Context: an optimization exercise on an open-source flow, tuned for small area. The choices shown serve that exercise and are no tape-out recipe. Only simulation tests tie the RTL to the original design; equivalence was not proved. No activity file was given, so power comes from the tool's default toggle rates. No driver is modelled on the clock port, so clocking that relies on it looks cheaper here than on a real chip.

Setup of S:
==> flow/design.v (excerpt) <==
module facedet_display(
    input wire clk,
    input wire rst,
    output wire [14:0] rd_addr,
    input wire [19:0] ii_rddata,
    input wire detected_flag,
    input wire continuous,
    output wire vga_hsync,
    output wire vga_vsync,
    output wire [3:0] vga_r,
    output wire [3:0] vga_g,
    output wire [3:0] vga_b
    );
    reg [9:0] hpos;
    reg [9:0] vcnt;
    wire line_end = ((!hpos[9] && !hpos[8] && !hpos[7] && hpos[3] && hpos[2] && hpos[1]));      
    wire frame_end = ((vcnt[9] && vcnt[3] && vcnt[2] && vcnt[1]));     
    always @(posedge clk) begin
        if (rst) begin
            hpos <= 10'd239;
            vcnt <= 10'd522;
        end else if (line_end) begin
            hpos <= 10'd239;
            vcnt <= frame_end ? 10'd2 : vcnt + 10'd1;
        end else begin
            hpos <= hpos + 10'd1;
        end
    end
    wire rows = ((vcnt[8] && !vcnt[7] && !vcnt[6] && !vcnt[5]) || (vcnt[8] && !vcnt[7] && !vcnt[6] && !vcnt[4] && !vcnt[3]) || (vcnt[8] && !vcnt[7] && !vcnt[6] && !vcnt[4] && !vcnt[2]) || (vcnt[8] && !vcnt[7] && !vcnt[6] && !vcnt[4] && !vcnt[1]) || (!vcnt[8] && vcnt[7] && vcnt[5] && vcnt[4] && vcnt[2] && vcnt[1]) || (!vcnt[8] && vcnt[7] && vcnt[5] && vcnt[4] && vcnt[3]) || (!vcnt[8] && vcnt[7] && vcnt[6]));
    wire addr_en = rows && ((hpos[9] && !hpos[8] && !hpos[7]) || (!hpos[9] && hpos[8] && hpos[7] && hpos[6] && hpos[5]));
    wire data_en = rows && ((hpos[9] && !hpos[8] && !hpos[7]) || (!hpos[9] && hpos[8] && hpos[7] && hpos[6] && hpos[5] && hpos[4]) || (!hpos[9] && hpos[8] && hpos[7] && hpos[6] && hpos[5] && hpos[3]) || (!hpos[9] && hpos[8] && hpos[7] && hpos[6] && hpos[5] && hpos[2]) || (!hpos[8] && hpos[7] && !hpos[6] && !hpos[5] && !hpos[4] && !hpos[3] && !hpos[2] && !hpos[0]) || (!hpos[9] && hpos[8] && hpos[7] && hpos[6] && hpos[5] && hpos[1] && hpos[0]) || (!hpos[8] && hpos[7] && !hpos[6] && !hpos[5] && !hpos[4] && !hpos[3] && !hpos[2] && !hpos[1]));
  ...
Settings: LEC_CHECK=0, CAP_MARGIN=20, CORE_MARGIN=2, CORE_UTILIZATION=45, GPL_TIMING_DRIVEN=0, PLACE_DENSITY=0.6, SLEW_MARGIN=20; clock period 12.0 ns.
standard.sh (not shown) runs the stock make flow with config.mk's settings and CLKGATE_MAP_FILE= SYNTH_SCRIPT=/design/flow/synth_recipe.tcl, a recipe that flattens the netlist after the stock synthesis.
==> flow/flow/run.sh <==
#!/bin/bash
# Standard layout with four changes: ABC maps the logic with an area-oriented
# script (the flip-flops and their names are those of the standard
# synthesis), logic cells are shrunk to their smallest drive after
# floorplanning, port buffers use the smallest buffer cell, and clock tree
# synthesis runs without dummy loads, with larger sink clusters and with
# smaller buffers above the leaf level.
set -euo pipefail
here=$(pwd)
cp -r "$FLOW_HOME/scripts" "$here/scripts"
cp "$here/flow/abc_area.script" "$here/scripts/abc_speed.script"
export SCRIPTS_DIR=$here/scripts
export POST_FLOORPLAN_TCL=$here/flow/downsize.tcl
export BUFFER_PORTS_ARGS="-buffer_cell sky130_fd_sc_hd__buf_1"
export CTS_ARGS="-sink_clustering_enable -repair_clock_nets -dont_use_dummy_load -sink_clustering_size 36 -sink_clustering_max_diameter 100 -sink_clustering_buffer sky130_fd_sc_hd__clkbuf_16 -buf_list sky130_fd_sc_hd__clkbuf_4 -root_buf sky130_fd_sc_hd__clkbuf_8"
bash standard.sh > $here/standard.log 2>&1
==> flow/flow/abc_area.script <==
&get -n
&st
&dch
&nf -p
&st
&syn2
&dch
&nf -p
&st
&syn2
&dch
&nf -p
&st
&syn2
&dch
&nf -p
&st
&dch
&nf -R 1000 -p
&put
==> flow/flow/downsize.tcl <==
# Shrink each logic cell to the smallest drive strength of its family. The
# design has several ns of slack at its period; the resizer's later
# repair_design restores drive wherever a slew or load limit needs it.
set dont_use [split $::env(DONT_USE_CELLS)]
set n 0
set saved 0.0
foreach inst [get_cells *] {
  set master [get_property $inst ref_name]
  if { ![regexp {^(sky130_fd_sc_hd__[a-z0-9]+)_([0-9]+)$} $master -> base sz] } { continue }
  if { [regexp {^sky130_fd_sc_hd__(df|ed|sd|dl|tap|fill|decap|conb|clk|probe|lpflow)} $master] } { continue }
  set cur [lindex [get_lib_cells */$master] 0]
  set best $master
  set best_area [get_property $cur area]
  set area0 $best_area
  foreach lc [get_lib_cells */${base}_*] {
    set name [get_property $lc name]
    if { ![regexp "^${base}_\[0-9\]+\$" $name] } { continue }
    if { [lsearch -exact $dont_use $name] >= 0 } { continue }
    set a [get_property $lc area]
    if { $a < $best_area } {
      set best $name
      set best_area $a
    }
  }
  if { $best ne $master } {
    replace_cell $inst $best
    incr n
    set saved [expr {$saved + $area0 - $best_area}]
  }
}
puts "downsize.tcl: replaced $n cells, [format %.1f $saved] um2 less"
--- input diff S..T ---
==> flow/design.v, changed modules only <==
module facedet_display(
    input wire clk,
    input wire rst,
    output wire [14:0] rd_addr,
    input wire [19:0] ii_rddata,
    input wire detected_flag,
    input wire continuous,
    output wire vga_hsync,
    output wire vga_vsync,
    output wire [3:0] vga_r,
    output wire [3:0] vga_g,
    output wire [3:0] vga_b
    );
    reg [9:0] hpos;
    reg [9:0] vcnt;
    always @(posedge clk) begin
        if (rst) begin
            hpos <= 10'd623;
            vcnt <= 10'd234;
        end else if (hpos == 10'd398) begin
            hpos <= 10'd623;
            vcnt <= (vcnt == 10'd238) ? 10'd738 : vcnt + 10'd1;
        end else begin
            hpos <= hpos + 10'd1;
        end
    end
    wire rows = ((vcnt >= 10'd918) || (vcnt <= 10'd13));
    wire addr_en = rows && ((hpos >= 10'd864));
    wire data_en = rows && ((hpos >= 10'd867) || (hpos <= 10'd2));
    wire addr_clr = ((vcnt == 10'd204) && (hpos != 10'd623)) || ((vcnt >= 10'd205) && (vcnt <= 10'd238));
    reg [9:0] addr_hi;
    always @(posedge clk) begin
        if (addr_clr)
            addr_hi <= 10'd0;
        else if (addr_en && (hpos[4:0] == 5'd31))
            addr_hi <= addr_hi + 10'd1;
    end
    assign rd_addr = {addr_hi, addr_en ? hpos[4:0] : 5'd0};
    reg [639:0] ring;
    wire [3:0] above = ring[639:636];
    wire [3:0] feed = data_en ? ii_rddata[3:0] : (addr_clr ? 4'd0 : above);
    always @(posedge clk)
        ring <= {ring[635:0], feed};
    wire [3:0] diff = ii_rddata[3:0] - above;
    reg [3:0] row_buff;
    reg [3:0] bw_reg;
    reg [3:0] grey;
    always @(posedge clk) begin
        if (addr_clr)
            row_buff <= 4'd0;
        else if (data_en)
            row_buff <= diff;
        bw_reg <= data_en ? diff - row_buff : 4'd0;
        grey <= bw_reg;
    end
    reg cont_q, det_q;
    always @(posedge clk) begin
        cont_q <= continuous;
        det_q <= detected_flag;
    end
    wire rect = ((hpos >= 10'd724) && (hpos <= 10'd823)) && ((vcnt >= 10'd838) && (vcnt <= 10'd938));
    wire vwin = (vcnt[9:4] == 6'd55) && (vcnt[3:0] != 4'd0);
    wire [2:0] ady = vcnt[3] ? vcnt[2:0] : 3'd0 - vcnt[2:0];
    wire hin_a = (hpos[9:5] == 5'd3) && (hpos[4:0] <= 5'd11);
    wire hin_b = (hpos[9:5] == 5'd2) && (hpos[4:0] >= 5'd29);
    wire [2:0] adx = (hin_a && (hpos[4:2] != 3'd0)) ? hpos[2:0] - 3'd4 : 3'd4 - hpos[2:0];
    reg dot_t;
    always @* begin
        case ({adx, ady})
            6'd0: dot_t = 1'b1;
            6'd1: dot_t = 1'b1;
            6'd2: dot_t = 1'b1;
            6'd3: dot_t = 1'b1;
            6'd4: dot_t = 1'b1;
            6'd5: dot_t = 1'b1;
            6'd6: dot_t = 1'b1;
            6'd7: dot_t = 1'b1;
            6'd8: dot_t = 1'b1;
            6'd9: dot_t = 1'b1;
            6'd10: dot_t = 1'b1;
            6'd11: dot_t = 1'b1;
            6'd12: dot_t = 1'b1;
            6'd13: dot_t = 1'b1;
            6'd14: dot_t = 1'b1;
            6'd15: dot_t = 1'b1;
            6'd16: dot_t = 1'b1;
            6'd17: dot_t = 1'b1;
            6'd18: dot_t = 1'b1;
            6'd19: dot_t = 1'b1;
            6'd20: dot_t = 1'b1;
            6'd21: dot_t = 1'b1;
            6'd22: dot_t = 1'b1;
            6'd24: dot_t = 1'b1;
            6'd25: dot_t = 1'b1;
            6'd26: dot_t = 1'b1;
            6'd27: dot_t = 1'b1;
            6'd28: dot_t = 1'b1;
            6'd29: dot_t = 1'b1;
            6'd30: dot_t = 1'b1;
            6'd32: dot_t = 1'b1;
            6'd33: dot_t = 1'b1;
            6'd34: dot_t = 1'b1;
            6'd35: dot_t = 1'b1;
            6'd36: dot_t = 1'b1;
            6'd37: dot_t = 1'b1;
            6'd40: dot_t = 1'b1;
            6'd41: dot_t = 1'b1;
            6'd42: dot_t = 1'b1;
            6'd43: dot_t = 1'b1;
            6'd44: dot_t = 1'b1;
            6'd45: dot_t = 1'b1;
            6'd48: dot_t = 1'b1;
            6'd49: dot_t = 1'b1;
            6'd50: dot_t = 1'b1;
            6'd51: dot_t = 1'b1;
            6'd56: dot_t = 1'b1;
            6'd57: dot_t = 1'b1;
            default: dot_t = 1'b0;
        endcase
    end
    wire dot = vwin && (hin_a || hin_b) && dot_t;
    wire xr = (rect && !cont_q) || (dot && !det_q);
    wire xg = (rect && !cont_q) || (dot && det_q);
    wire xb = rect && cont_q;
    assign vga_hsync = !((hpos >= 10'd257) && (hpos <= 10'd352));
    assign vga_vsync = !((vcnt == 10'd205) || ((vcnt == 10'd204) && ((hpos >= 10'd627) || (hpos <= 10'd398))) ||
                         ((vcnt == 10'd206) && ((hpos >= 10'd623) && (hpos <= 10'd626))));
    assign vga_r = {4{xr}} | grey;
    assign vga_g = {4{xg}} | grey;
    assign vga_b = {4{xb}} | grey;
endmodule
Notes after the runs:
- Of T and S, T shows the higher final instance area, with S below it.
- Going from S to T, layout cell share with drive strength beyond 1 grows by 0.16 points.
- In the reports for T and S, the smaller via count belongs to S.
- Against S, T reports a net count after synthesis that is higher.
- Between T and S, ratio of final minimum period to clock period is lower for S, T comes in above that.
- The core of T is more densely filled than that of S.


== before ==
facedet_display with an RTL version that a note above also has.
Size in the first run: about 950 cells after synthesis, ~53 I/O pins.
==> module facedet_display, before the edit <==
module facedet_display(
    input wire clk,
    input wire rst,
    output wire [14:0] rd_addr,
    input wire [19:0] ii_rddata,
    input wire detected_flag,
    input wire continuous,
    output wire vga_hsync,
    output wire vga_vsync,
    output wire [3:0] vga_r,
    output wire [3:0] vga_g,
    output wire [3:0] vga_b
    );
    reg [9:0] hpos;
    reg [9:0] vcnt;
    always @(posedge clk) begin
        if (rst) begin
            hpos <= 10'd623;
            vcnt <= 10'd234;
        end else if (hpos == 10'd398) begin
            hpos <= 10'd623;
            vcnt <= (vcnt == 10'd238) ? 10'd738 : vcnt + 10'd1;
        end else begin
            hpos <= hpos + 10'd1;
        end
    end
    wire rows = ((vcnt >= 10'd918) || (vcnt <= 10'd13));
    wire addr_en = rows && ((hpos >= 10'd864));
    wire data_en = rows && ((hpos >= 10'd867) || (hpos <= 10'd2));
    wire addr_clr = ((vcnt == 10'd204) && (hpos != 10'd623)) || ((vcnt >= 10'd205) && (vcnt <= 10'd238));
    reg [9:0] addr_hi;
    always @(posedge clk) begin
        if (addr_clr)
            addr_hi <= 10'd0;
        else if (addr_en && (hpos[4:0] == 5'd31))
            addr_hi <= addr_hi + 10'd1;
    end
    assign rd_addr = {addr_hi, addr_en ? hpos[4:0] : 5'd0};
    reg [639:0] ring;
    wire [3:0] above = ring[639:636];
    wire [3:0] feed = data_en ? ii_rddata[3:0] : (addr_clr ? 4'd0 : above);
    always @(posedge clk)
        ring <= {ring[635:0], feed};
    wire [3:0] diff = ii_rddata[3:0] - above;
    reg [3:0] row_buff;
    reg [3:0] bw_reg;
    reg [3:0] grey;
    always @(posedge clk) begin
        if (addr_clr)
            row_buff <= 4'd0;
        else if (data_en)
            row_buff <= diff;
        bw_reg <= data_en ? diff - row_buff : 4'd0;
        grey <= bw_reg;
    end
    reg cont_q, det_q;
    always @(posedge clk) begin
        cont_q <= continuous;
        det_q <= detected_flag;
    end
    wire rect = ((hpos >= 10'd724) && (hpos <= 10'd823)) && ((vcnt >= 10'd838) && (vcnt <= 10'd938));
    wire vwin = (vcnt[9:4] == 6'd55) && (vcnt[3:0] != 4'd0);
    wire [2:0] ady = vcnt[3] ? vcnt[2:0] : 3'd0 - vcnt[2:0];
    wire hin_a = (hpos[9:5] == 5'd3) && (hpos[4:0] <= 5'd11);
    wire hin_b = (hpos[9:5] == 5'd2) && (hpos[4:0] >= 5'd29);
    wire [2:0] adx = (hin_a && (hpos[4:2] != 3'd0)) ? hpos[2:0] - 3'd4 : 3'd4 - hpos[2:0];
    reg dot_t;
    always @* begin
        case ({adx, ady})
            6'd0: dot_t = 1'b1;
            6'd1: dot_t = 1'b1;
            6'd2: dot_t = 1'b1;
            6'd3: dot_t = 1'b1;
            6'd4: dot_t = 1'b1;
            6'd5: dot_t = 1'b1;
            6'd6: dot_t = 1'b1;
            6'd7: dot_t = 1'b1;
            6'd8: dot_t = 1'b1;
            6'd9: dot_t = 1'b1;
            6'd10: dot_t = 1'b1;
            6'd11: dot_t = 1'b1;
            6'd12: dot_t = 1'b1;
            6'd13: dot_t = 1'b1;
            6'd14: dot_t = 1'b1;
            6'd15: dot_t = 1'b1;
            6'd16: dot_t = 1'b1;
            6'd17: dot_t = 1'b1;
            6'd18: dot_t = 1'b1;
            6'd19: dot_t = 1'b1;
            6'd20: dot_t = 1'b1;
            6'd21: dot_t = 1'b1;
            6'd22: dot_t = 1'b1;
            6'd24: dot_t = 1'b1;
            6'd25: dot_t = 1'b1;
            6'd26: dot_t = 1'b1;
            6'd27: dot_t = 1'b1;
            6'd28: dot_t = 1'b1;
            6'd29: dot_t = 1'b1;
            6'd30: dot_t = 1'b1;
            6'd32: dot_t = 1'b1;
            6'd33: dot_t = 1'b1;
            6'd34: dot_t = 1'b1;
            6'd35: dot_t = 1'b1;
            6'd36: dot_t = 1'b1;
            6'd37: dot_t = 1'b1;
            6'd40: dot_t = 1'b1;
            6'd41: dot_t = 1'b1;
            6'd42: dot_t = 1'b1;
            6'd43: dot_t = 1'b1;
            6'd44: dot_t = 1'b1;
            6'd45: dot_t = 1'b1;
            6'd48: dot_t = 1'b1;
            6'd49: dot_t = 1'b1;
            6'd50: dot_t = 1'b1;
            6'd51: dot_t = 1'b1;
            6'd56: dot_t = 1'b1;
            6'd57: dot_t = 1'b1;
            default: dot_t = 1'b0;
        endcase
    end
    wire dot = vwin && (hin_a || hin_b) && dot_t;
    wire xr = (rect && !cont_q) || (dot && !det_q);
    wire xg = (rect && !cont_q) || (dot && det_q);
    wire xb = rect && cont_q;
    assign vga_hsync = !((hpos >= 10'd257) && (hpos <= 10'd352));
    assign vga_vsync = !((vcnt == 10'd205) || ((vcnt == 10'd204) && ((hpos >= 10'd627) || (hpos <= 10'd398))) ||
                         ((vcnt == 10'd206) && ((hpos >= 10'd623) && (hpos <= 10'd626))));
    assign vga_r = {4{xr}} | grey;
    assign vga_g = {4{xg}} | grey;
    assign vga_b = {4{xb}} | grey;
endmodule
export LEC_CHECK = 0
export CAP_MARGIN = 20
export CORE_MARGIN = 2
export CORE_UTILIZATION = 45
export PLACE_DENSITY = 0.6
export SLEW_MARGIN = 20
create_clock -name core_clock -period 12.0 [get_ports {clk}]
==> flow/flow/run.sh <==
#!/bin/bash
# Standard layout with four changes: ABC maps the logic with an area-oriented
# script (the flip-flops and their names are those of the standard
# synthesis), logic cells are shrunk to their smallest drive after
# floorplanning, port buffers use the smallest buffer cell, and clock tree
# synthesis runs without dummy loads and with larger sink clusters.
set -euo pipefail
here=$(pwd)
cp -r "$FLOW_HOME/scripts" "$here/scripts"
cp "$here/flow/abc_area.script" "$here/scripts/abc_speed.script"
export SCRIPTS_DIR=$here/scripts
export POST_FLOORPLAN_TCL=$here/flow/downsize.tcl
export BUFFER_PORTS_ARGS="-buffer_cell sky130_fd_sc_hd__buf_1"
export CTS_ARGS="-sink_clustering_enable -repair_clock_nets -dont_use_dummy_load -sink_clustering_size 36 -sink_clustering_max_diameter 100"
bash standard.sh > $here/standard.log 2>&1
Scripts as last shown in full above: flow/flow/abc_area.script, flow/flow/downsize.tcl
In summary, before completed successfully, with a layout that passed the timing, design-rule and antenna checks.
What after does differently from before at the input level:
diff --git a/flow/design.v b/flow/design.v
--- a/flow/design.v
+++ b/flow/design.v
@@ -16,20 +16,20 @@
     reg [9:0] vcnt;
     always @(posedge clk) begin
         if (rst) begin
             hpos <= 10'd623;
-            vcnt <= 10'd234;
+            vcnt <= 10'd730;
         end else if (hpos == 10'd398) begin
             hpos <= 10'd623;
-            vcnt <= (vcnt == 10'd238) ? 10'd738 : vcnt + 10'd1;
+            vcnt <= (vcnt == 10'd734) ? 10'd210 : vcnt + 10'd1;
         end else begin
             hpos <= hpos + 10'd1;
         end
     end
-    wire rows = ((vcnt >= 10'd918) || (vcnt <= 10'd13));
+    wire rows = ((vcnt >= 10'd390) && (vcnt <= 10'd509));
     wire addr_en = rows && ((hpos >= 10'd864));
     wire data_en = rows && ((hpos >= 10'd867) || (hpos <= 10'd2));
-    wire addr_clr = ((vcnt == 10'd204) && (hpos != 10'd623)) || ((vcnt >= 10'd205) && (vcnt <= 10'd238));
+    wire addr_clr = ((vcnt == 10'd700) && (hpos != 10'd623)) || ((vcnt >= 10'd701) && (vcnt <= 10'd734));
     reg [9:0] addr_hi;
     always @(posedge clk) begin
         if (addr_clr)
             addr_hi <= 10'd0;
@@ -58,10 +58,10 @@
     always @(posedge clk) begin
         cont_q <= continuous;
         det_q <= detected_flag;
     end
-    wire rect = ((hpos >= 10'd724) && (hpos <= 10'd823)) && ((vcnt >= 10'd838) && (vcnt <= 10'd938));
-    wire vwin = (vcnt[9:4] == 6'd55) && (vcnt[3:0] != 4'd0);
+    wire rect = ((hpos >= 10'd724) && (hpos <= 10'd823)) && ((vcnt >= 10'd310) && (vcnt <= 10'd410));
+    wire vwin = (vcnt[9:4] == 6'd22) && (vcnt[3:0] != 4'd0);
     wire [2:0] ady = vcnt[3] ? vcnt[2:0] : 3'd0 - vcnt[2:0];
     wire hin_a = (hpos[9:5] == 5'd3) && (hpos[4:0] <= 5'd11);
     wire hin_b = (hpos[9:5] == 5'd2) && (hpos[4:0] >= 5'd29);
     wire [2:0] adx = (hin_a && (hpos[4:2] != 3'd0)) ? hpos[2:0] - 3'd4 : 3'd4 - hpos[2:0];
@@ -123,10 +123,10 @@
     wire xr = (rect && !cont_q) || (dot && !det_q);
     wire xg = (rect && !cont_q) || (dot && det_q);
     wire xb = rect && cont_q;
     assign vga_hsync = !((hpos >= 10'd257) && (hpos <= 10'd352));
-    assign vga_vsync = !((vcnt == 10'd205) || ((vcnt == 10'd204) && ((hpos >= 10'd627) || (hpos <= 10'd398))) ||
-                         ((vcnt == 10'd206) && ((hpos >= 10'd623) && (hpos <= 10'd626))));
+    assign vga_vsync = !((vcnt == 10'd701) || ((vcnt == 10'd700) && ((hpos >= 10'd627) || (hpos <= 10'd398))) ||
+                         ((vcnt == 10'd702) && ((hpos >= 10'd623) && (hpos <= 10'd626))));
     assign vga_r = {4{xr}} | grey;
     assign vga_g = {4{xg}} | grey;
     assign vga_b = {4{xb}} | grey;
 endmodule
--- outcome ---
- after ended with every stage complete and zero timing, DRC or antenna violations.
- The final layout from before, which completed every stage, passed the timing, design-rule and antenna checks at the end of the flow.
- Against before, worst setup slack in after came out better.
- The ratio of cells with drive above 1 in the final layout was comparable across after and before.
- after vs before: clock period minus worst slack down
- As far as total power is concerned, before and after perform about the same.
- ~same flip-flop and latch share of the layout cell area in after and before
- On after: met2 global-route usage is 0.21 points lower than what before gave.

## afterwards: timing with drivers on the ports
In the flow no input, the clock included, has a driving cell. The finished layouts below were timed again as built, in two steps.
Step 1, drivers: a clkbuf_16 drives clk and a buf_2 each remaining input, both assumed.
Step 2 times the ports against the registers' clock, not the clock port: input delays grow and output delays shrink by t, the midpoint of the rising clock arrivals with the driver on.
Three values: no drivers, after step 1, after step 2; two values: the first two.
run	t, ns	setup WS [ns]	hold slack, ns	clock arrival spread, ns	pins driven straight from the clock port
S	0.648	6.472 / 6.433 / 7.081	0.282 / 0.282 / 0.282	0.062 / 0.062	1
T	0.645	6.364 / 6.320 / 6.965	0.289 / 0.289 / 0.289	0.068 / 0.068	1
before	0.575	6.401 / 6.355 / 6.930	0.278 / 0.278 / 0.278	0.048 / 0.048	1
after	0.579	6.414 / 6.363 / 6.941	0.309 / 0.309 / 0.309	0.069 / 0.069	1
After both steps every run listed still meets setup and hold.
